Background: an optimization exercise with open tools, aiming at small area. Do not read the settings as production practice. The RTL was checked by simulation tests, not by an equivalence proof against the original design. Power figures rest on the tool's default switching activity, not on a simulated workload.

== build 11 ==
Design sdram_pro_top, start of the top module:
module  sdram_pro_top
(
    input   wire            sys_clk         ,
    input   wire            sys_rst_n       ,
    input   wire            wr_fifo_wr_req  ,
    input   wire    [15:0]  wr_fifo_wr_data ,
    input   wire    [22:0]  sdram_wr_b_addr ,
    input   wire    [22:0]  sdram_wr_e_addr ,
    input   wire    [9:0]   wr_burst_len    ,
    output  wire    [9:0]   wr_fifo_num     ,
    input   wire            rd_fifo_rd_req  ,
    input   wire    [22:0]  sdram_rd_b_addr ,
    input   wire    [22:0]  sdram_rd_e_addr ,
    input   wire    [9:0]   rd_burst_len    ,
    output  wire    [15:0]  rd_fifo_rd_data ,
    output  wire    [9:0]   rd_fifo_num     ,
    input   wire            read_valid      ,
    output  wire            init_end        ,
    output  wire            sdram_cke       ,
    output  wire            sdram_cs_n      ,
    output  wire            sdram_ras_n     ,
    output  wire            sdram_cas_n     ,
    output  wire            sdram_we_n      ,
    output  wire    [1:0]   sdram_bank      ,
    output  wire    [11:0]  sdram_addr      ,
    output  wire    [1:0]   sdram_dqm       ,
    input   wire    [15:0]  sdram_dq_in     ,
    output  wire    [15:0]  sdram_dq_out    ,
    output  wire            sdram_dq_oe
);
    localparam A_INIT = 3'd0, A_ARB = 3'd1, A_REF = 3'd2, A_WR = 3'd3, A_RD = 3'd4;
    localparam W_IDLE = 4'd0, W_ACT = 4'd1, W_TRCD = 4'd2, W_BEGIN = 4'd3,
               W_DATA = 4'd4, W_TERM = 4'd5, W_PRE = 4'd6, W_TRP0 = 4'd7,
               W_TRP1 = 4'd8, W_END = 4'd9;
    localparam R_IDLE = 4'd0, R_ACT = 4'd1, R_TRCD = 4'd2, R_RCMD = 4'd3,
               R_CAS0 = 4'd4, R_CAS1 = 4'd5, R_CAS2 = 4'd6, R_DATA = 4'd7,
               R_PLUS = 4'd8, R_TERM = 4'd9, R_PRE = 4'd10, R_TRP0 = 4'd11,
               R_TRP1 = 4'd12, R_END = 4'd13;
    function [23:0] add_23_10;
        input [22:0] a;
        input [9:0]  b;
        integer i;
  ...
For scale: about 2,100 cells after synthesis, ~220 I/O pins, ~0.029 mm2 of cells after synthesis.
Settings: LEC_CHECK=0, CAP_MARGIN=20, CORE_MARGIN=2, CORE_UTILIZATION=65, SLEW_MARGIN=20; clock period 10.0 ns.
standard.sh (not shown) runs the stock make flow with config.mk's settings and CLKGATE_MAP_FILE= SYNTH_SCRIPT=/design/flow/synth_recipe.tcl, a recipe that flattens the netlist after the stock synthesis.
==> flow/flow/run.sh <==
#!/bin/bash
# Layout flow: the standard flow (standard.sh, unchanged synthesis), with
# two make variables added:
#  - the port buffers are sky130_fd_sc_hd__buf_1 (the smallest buffer)
#    instead of the cell buffer_ports picks by default;
set -euo pipefail
CTS="-sink_clustering_enable -repair_clock_nets -dont_use_dummy_load"
CTS="$CTS -buf_list sky130_fd_sc_hd__clkbuf_16"
CTS="$CTS -sink_clustering_size 32 -sink_clustering_max_diameter 60"
bash standard.sh \
  "BUFFER_PORTS_ARGS=-inputs -outputs -buffer_cell sky130_fd_sc_hd__buf_1" \
  "CTS_ARGS=$CTS" \
  finish > make.log 2>&1
--- input diff build 11..build 14 ---
==> flow/flow/run.sh <==
#!/bin/bash
# Layout flow: the standard flow (standard.sh, unchanged synthesis), with
# two make variables added:
#  - the port buffers are sky130_fd_sc_hd__buf_1 (the smallest buffer)
#    instead of the cell buffer_ports picks by default;
set -euo pipefail
CTS="-sink_clustering_enable -repair_clock_nets -dont_use_dummy_load"
CTS="$CTS -buf_list sky130_fd_sc_hd__clkbuf_16"
CTS="$CTS -sink_clustering_size ${CTS_SIZE:-24} -sink_clustering_max_diameter ${CTS_DIAM:-100}"
bash standard.sh \
  "BUFFER_PORTS_ARGS=-inputs -outputs -buffer_cell sky130_fd_sc_hd__buf_1" \
  "CTS_ARGS=$CTS" \
  finish > make.log 2>&1
-- flow/config.mk --
<<< build 11, line 9
export CORE_MARGIN = 2
export CORE_UTILIZATION = 65
export SLEW_MARGIN = 20
>>> build 14, line 9
export CORE_MARGIN = 2
export CORE_UTILIZATION = 65
export GPL_TIMING_DRIVEN = 0
export SLEW_MARGIN = 20
Findings:
Looking at critical path depth, build 14 sits 2.9% above build 11. Relative to build 11, the routed wire length of build 14 is higher by 0.65%. Clock group share of total power (lower): build 14. Compared build 11 against build 14; average routed wire per standard cell within noise. Build 14 vs build 11: number of gates given a new drive strength after cts up. When the final numbers for build 11 and build 14 were put side by side, the worst setup margin turned out to be smaller in build 14. Density: build 14 sparser than build 11. Comparing build 11 and build 14, the higher finished layout cell area is on build 11. Looking at final worst clock skew, build 14 sits 65 ps below build 11. Build 14 reports a higher final critical-path required period than build 11 does.
Here is what was changed in the inputs of build 57 compared with build 14.
-- flow/config.mk --
<<< build 14, line 9
export CORE_MARGIN = 2
export CORE_UTILIZATION = 65
export GPL_TIMING_DRIVEN = 0
export SLEW_MARGIN = 20
>>> build 57, line 9
export CORE_MARGIN = 2
export CORE_UTILIZATION = 65
export SLEW_MARGIN = 20
[summary]
Build 57 ended with every stage complete and zero timing, DRC or antenna violations.
[build 57] number of global-route vias before repair fell 1.7% relative to build 14
Diff build 57..build 14 | number of cells on the critical path | unchanged
There was hardly any difference in proportion of final cell area spent on non-clock buffers between build 57 and build 14.
Core utilization: build 57 vs build 14, no meaningful difference
Wire length: higher on build 14
Build 14 and build 57 ended up with nearly the same total power.
Build 14 and build 57 ended up with nearly the same global-route usage.
Build 57 -> build 14: total number of multi-input combinational cells flat

== JK ==
sdram_pro_top, a different RTL version from the one above (not shown whole).
Size: roughly 1900 cells after synthesis, about 670 flip-flops, ~220 I/O pins.
export LEC_CHECK = 0
export CAP_MARGIN = 20
export CORE_MARGIN = 2
export CORE_UTILIZATION = 40
export CTS_BUF_LIST = sky130_fd_sc_hd__clkbuf_16
export CTS_CLUSTER_DIAMETER = 100
export CTS_CLUSTER_SIZE = 24
export SLEW_MARGIN = 20
create_clock -name core_clock -period 10.0 [get_ports {sys_clk}]
run.sh (not shown) runs the stock make flow with config.mk's settings and CLKGATE_MAP_FILE= SYNTH_SCRIPT=/design/flow/synth_recipe.tcl, a recipe that flattens the netlist after the stock synthesis.
Stock flow here: none of the scripts above is used.
Edits applied to the flow inputs when going from JK to MS:
==> flow/flow/run.sh (new file) <==
#!/bin/bash
# Layout flow: the standard flow (standard.sh, unchanged synthesis), with
# two make variables added:
#  - the port buffers are sky130_fd_sc_hd__buf_1 (the smallest buffer)
#    instead of the cell buffer_ports picks by default;
set -euo pipefail
CTS="-sink_clustering_enable -repair_clock_nets -dont_use_dummy_load"
CTS="$CTS -buf_list sky130_fd_sc_hd__clkbuf_16"
CTS="$CTS -sink_clustering_size ${CTS_SIZE:-24} -sink_clustering_max_diameter ${CTS_DIAM:-100}"
bash standard.sh \
  "BUFFER_PORTS_ARGS=-inputs -outputs -buffer_cell sky130_fd_sc_hd__buf_1" \
  "CTS_ARGS=$CTS" \
  finish > make.log 2>&1
==> flow/standard.sh (new file) <==
#!/bin/bash
# synth_recipe.tcl (not shown) runs the flow's synth.tcl, then flattens the netlist and writes it again
# the make line also repeats each setting of config.mk as NAME=value (left out here)
make -C /OpenROAD-flow-scripts/flow DESIGN_CONFIG=/design/flow/config.mk WORK_HOME=/design/flow/orfs CLKGATE_MAP_FILE= SYNTH_SCRIPT=/design/flow/synth_recipe.tcl "${@:-finish}"
-- flow/config.mk --
<<< JK, line 9
export CORE_MARGIN = 2
export CORE_UTILIZATION = 40
export CTS_BUF_LIST = sky130_fd_sc_hd__clkbuf_16
export CTS_CLUSTER_DIAMETER = 100
export CTS_CLUSTER_SIZE = 24
export SLEW_MARGIN = 20
>>> MS, line 9
export CORE_MARGIN = 2
export CORE_UTILIZATION = 65
export SLEW_MARGIN = 20
removed: flow/run.sh
Sort MS and JK by total placed cells including tap cells desc -> top: JK. MS vs. JK: synthesis-to-layout area growth lost 7.4 points, maximum vdd drop lost 0.0039 mV. MS vs. JK: number of stages on the worst hold path neither gained nor lost much; design area fell by about 6%; clock power decreased by about 10% relative to the old numbers. After detailed routing, JK needs more wire than MS. MS completed; timing, DRC and antenna clean.
The following lists how AL was set up differently from MS:
-- flow/config.mk --
<<< MS, line 9
export CORE_MARGIN = 2
export CORE_UTILIZATION = 65
export SLEW_MARGIN = 20
>>> AL, line 9
export CORE_MARGIN = 2
export CORE_UTILIZATION = 40
export SLEW_MARGIN = 20
Findings:
- AL finished every step from synthesis to the final layout, and the layout passed the timing, design-rule and antenna checks.
- Against MS, AL comes in 429 higher on cell count.
- Compared with MS, in AL worst-margin pin slew increased 0.0070 ns, wire length increased 5500 microns, power density over the cells decreased 1.3%, post-CTS clock slew at the launch and capture registers of the worst setup and hold paths essentially unchanged, share of power burned in combinational logic decreased 0.3 points.
- Going from MS to AL, data arrival time of the critical path now sits higher; sequential share of cell area now sits lower; relative slew slack now sits lower; worst-case setup margin in the final layout now sits lower; number of cells in the design after placement now sits higher.
> inputs changed (AL -> TR)
==> flow/run.sh (new file) <==
#!/bin/bash
# synth_recipe.tcl (not shown) runs the flow's synth.tcl, then flattens the netlist and writes it again
# the make line also repeats each setting of config.mk as NAME=value (left out here)
make -C /OpenROAD-flow-scripts/flow DESIGN_CONFIG=/design/flow/config.mk WORK_HOME=/design/flow/orfs CLKGATE_MAP_FILE= SYNTH_SCRIPT=/design/flow/synth_recipe.tcl finish
-- flow/config.mk --
<<< AL, line 9
export CORE_MARGIN = 2
export CORE_UTILIZATION = 40
export SLEW_MARGIN = 20
>>> TR, line 9
export CORE_MARGIN = 2
export CORE_UTILIZATION = 65
export CTS_BUF_LIST = sky130_fd_sc_hd__clkbuf_16
export CTS_CLUSTER_DIAMETER = 100
export CTS_CLUSTER_SIZE = 24
export SLEW_MARGIN = 20
removed: flow/flow/run.sh
removed: flow/standard.sh
--- outcome ---
Comparing AL and TR, the higher sequential share of cell area is on AL.
TR vs AL — cell depth of the worst flop-to-flop path climbed by a few percent
Against AL, TR comes in 3927 lower on layout filler cell count.
NOTE: part of the total power dissipated in combinational logic in TR exceeds that of AL
Relative to AL, required time of the worst setup path has gone up in TR.
[TR] post-route worst hold slack rose 0.0080 ns relative to AL
Changes observed in TR relative to AL: number of gates resized after cts saw an increase; synthesized cell count ~0 delta; internal power rose 3.8%.
Wire length went down by a few percent going from AL to TR.
Share of the core filled with cells in TR is 30 points higher than in AL
#### Input delta (PW over TR)
==> flow/flow/run.sh (new file) <==
#!/bin/bash
# Layout flow: the standard flow (standard.sh, unchanged synthesis), with
# two make variables added:
#  - the port buffers are sky130_fd_sc_hd__buf_1 (the smallest buffer)
#    instead of the cell buffer_ports picks by default;
set -euo pipefail
CTS="-sink_clustering_enable -repair_clock_nets -dont_use_dummy_load"
CTS="$CTS -buf_list sky130_fd_sc_hd__clkbuf_16"
CTS="$CTS -sink_clustering_size ${CTS_SIZE:-24} -sink_clustering_max_diameter ${CTS_DIAM:-100}"
bash standard.sh \
  "BUFFER_PORTS_ARGS=-inputs -outputs -buffer_cell sky130_fd_sc_hd__buf_1" \
  "CTS_ARGS=$CTS" \
  finish > make.log 2>&1
==> flow/standard.sh (new file) <==
#!/bin/bash
# synth_recipe.tcl (not shown) runs the flow's synth.tcl, then flattens the netlist and writes it again
# the make line also repeats each setting of config.mk as NAME=value (left out here)
make -C /OpenROAD-flow-scripts/flow DESIGN_CONFIG=/design/flow/config.mk WORK_HOME=/design/flow/orfs CLKGATE_MAP_FILE= SYNTH_SCRIPT=/design/flow/synth_recipe.tcl "${@:-finish}"
-- flow/config.mk --
<<< TR, line 9
export CORE_MARGIN = 2
export CORE_UTILIZATION = 65
export CTS_BUF_LIST = sky130_fd_sc_hd__clkbuf_16
export CTS_CLUSTER_DIAMETER = 100
export CTS_CLUSTER_SIZE = 24
export SLEW_MARGIN = 20
>>> PW, line 9
export CORE_MARGIN = 2
export CORE_UTILIZATION = 80
export SLEW_MARGIN = 20
removed: flow/run.sh
Findings:
As far as distinct cell type count after synthesis goes, TR and PW are indistinguishable; the numbers are identical.
The design area reported for PW is smaller than that of TR by 5.2%.
PW has less setup slack than TR.
For PW and TR, there was not a single run that failed to finish clean.
The required time of the critical path in PW was higher than what TR gave.
Total power of the final layout (lower): TR

## static timing again, ports no longer ideal
In the flow no input, the clock included, has a driving cell. The finished layouts below were timed again as built, in two steps.
Step 1 (the two cells are an assumption about what drives the block):
set clk [get_ports {sys_clk}]
set_driving_cell -lib_cell sky130_fd_sc_hd__clkbuf_16 $clk
set_driving_cell -lib_cell sky130_fd_sc_hd__buf_2 [delete_from_list [all_inputs] $clk]
Step 2 also shifts input and output timing later by t, the mid clock arrival at the registers, as if the neighbouring blocks saw the same clock.
a / b / c = no drivers / after step 1 / after step 2; a / b = the first two.
| run | t, ns | setup slack, ns | worst hold slack (ns) | worst setup path at the end | slew at the worst register clock pin (ns) |
|---|---|---|---|---|---|
| build 11 | 0.639 | 0.392 / 0.426 / -0.213 | 0.384 / 0.384 / 0.384 | input to register | 0.12 / 0.12 |
| build 14 | 0.665 | 0.232 / 0.261 / -0.404 | 0.385 / 0.385 / 0.385 | input to register | 0.11 / 0.11 |
| build 57 | 0.688 | 0.364 / 0.397 / -0.291 | 0.387 / 0.387 / 0.387 | input to register | 0.11 / 0.11 |
| JK | 0.648 | 0.270 / 0.304 / -0.344 | 0.381 / 0.381 / 0.381 | input to register | 0.11 / 0.11 |
| MS | 0.613 | 0.339 / 0.378 / -0.234 | 0.371 / 0.371 / 0.371 | input to register | 0.10 / 0.10 |
| AL | 0.613 | 0.257 / 0.272 / -0.342 | 0.381 / 0.381 / 0.381 | input to register | 0.10 / 0.10 |
| TR | 0.629 | 0.306 / 0.342 / -0.288 | 0.389 / 0.389 / 0.389 | input to register | 0.10 / 0.10 |
| PW | 0.684 | 0.268 / 0.302 / -0.382 | 0.424 / 0.424 / 0.424 | input to register | 0.11 / 0.11 |
With both steps, setup timing fails in every run listed, where it was met with ideal ports. The setup slack of build 57, which loses most, moves by +0.033 ns with the drivers and by -0.655 ns with both steps.
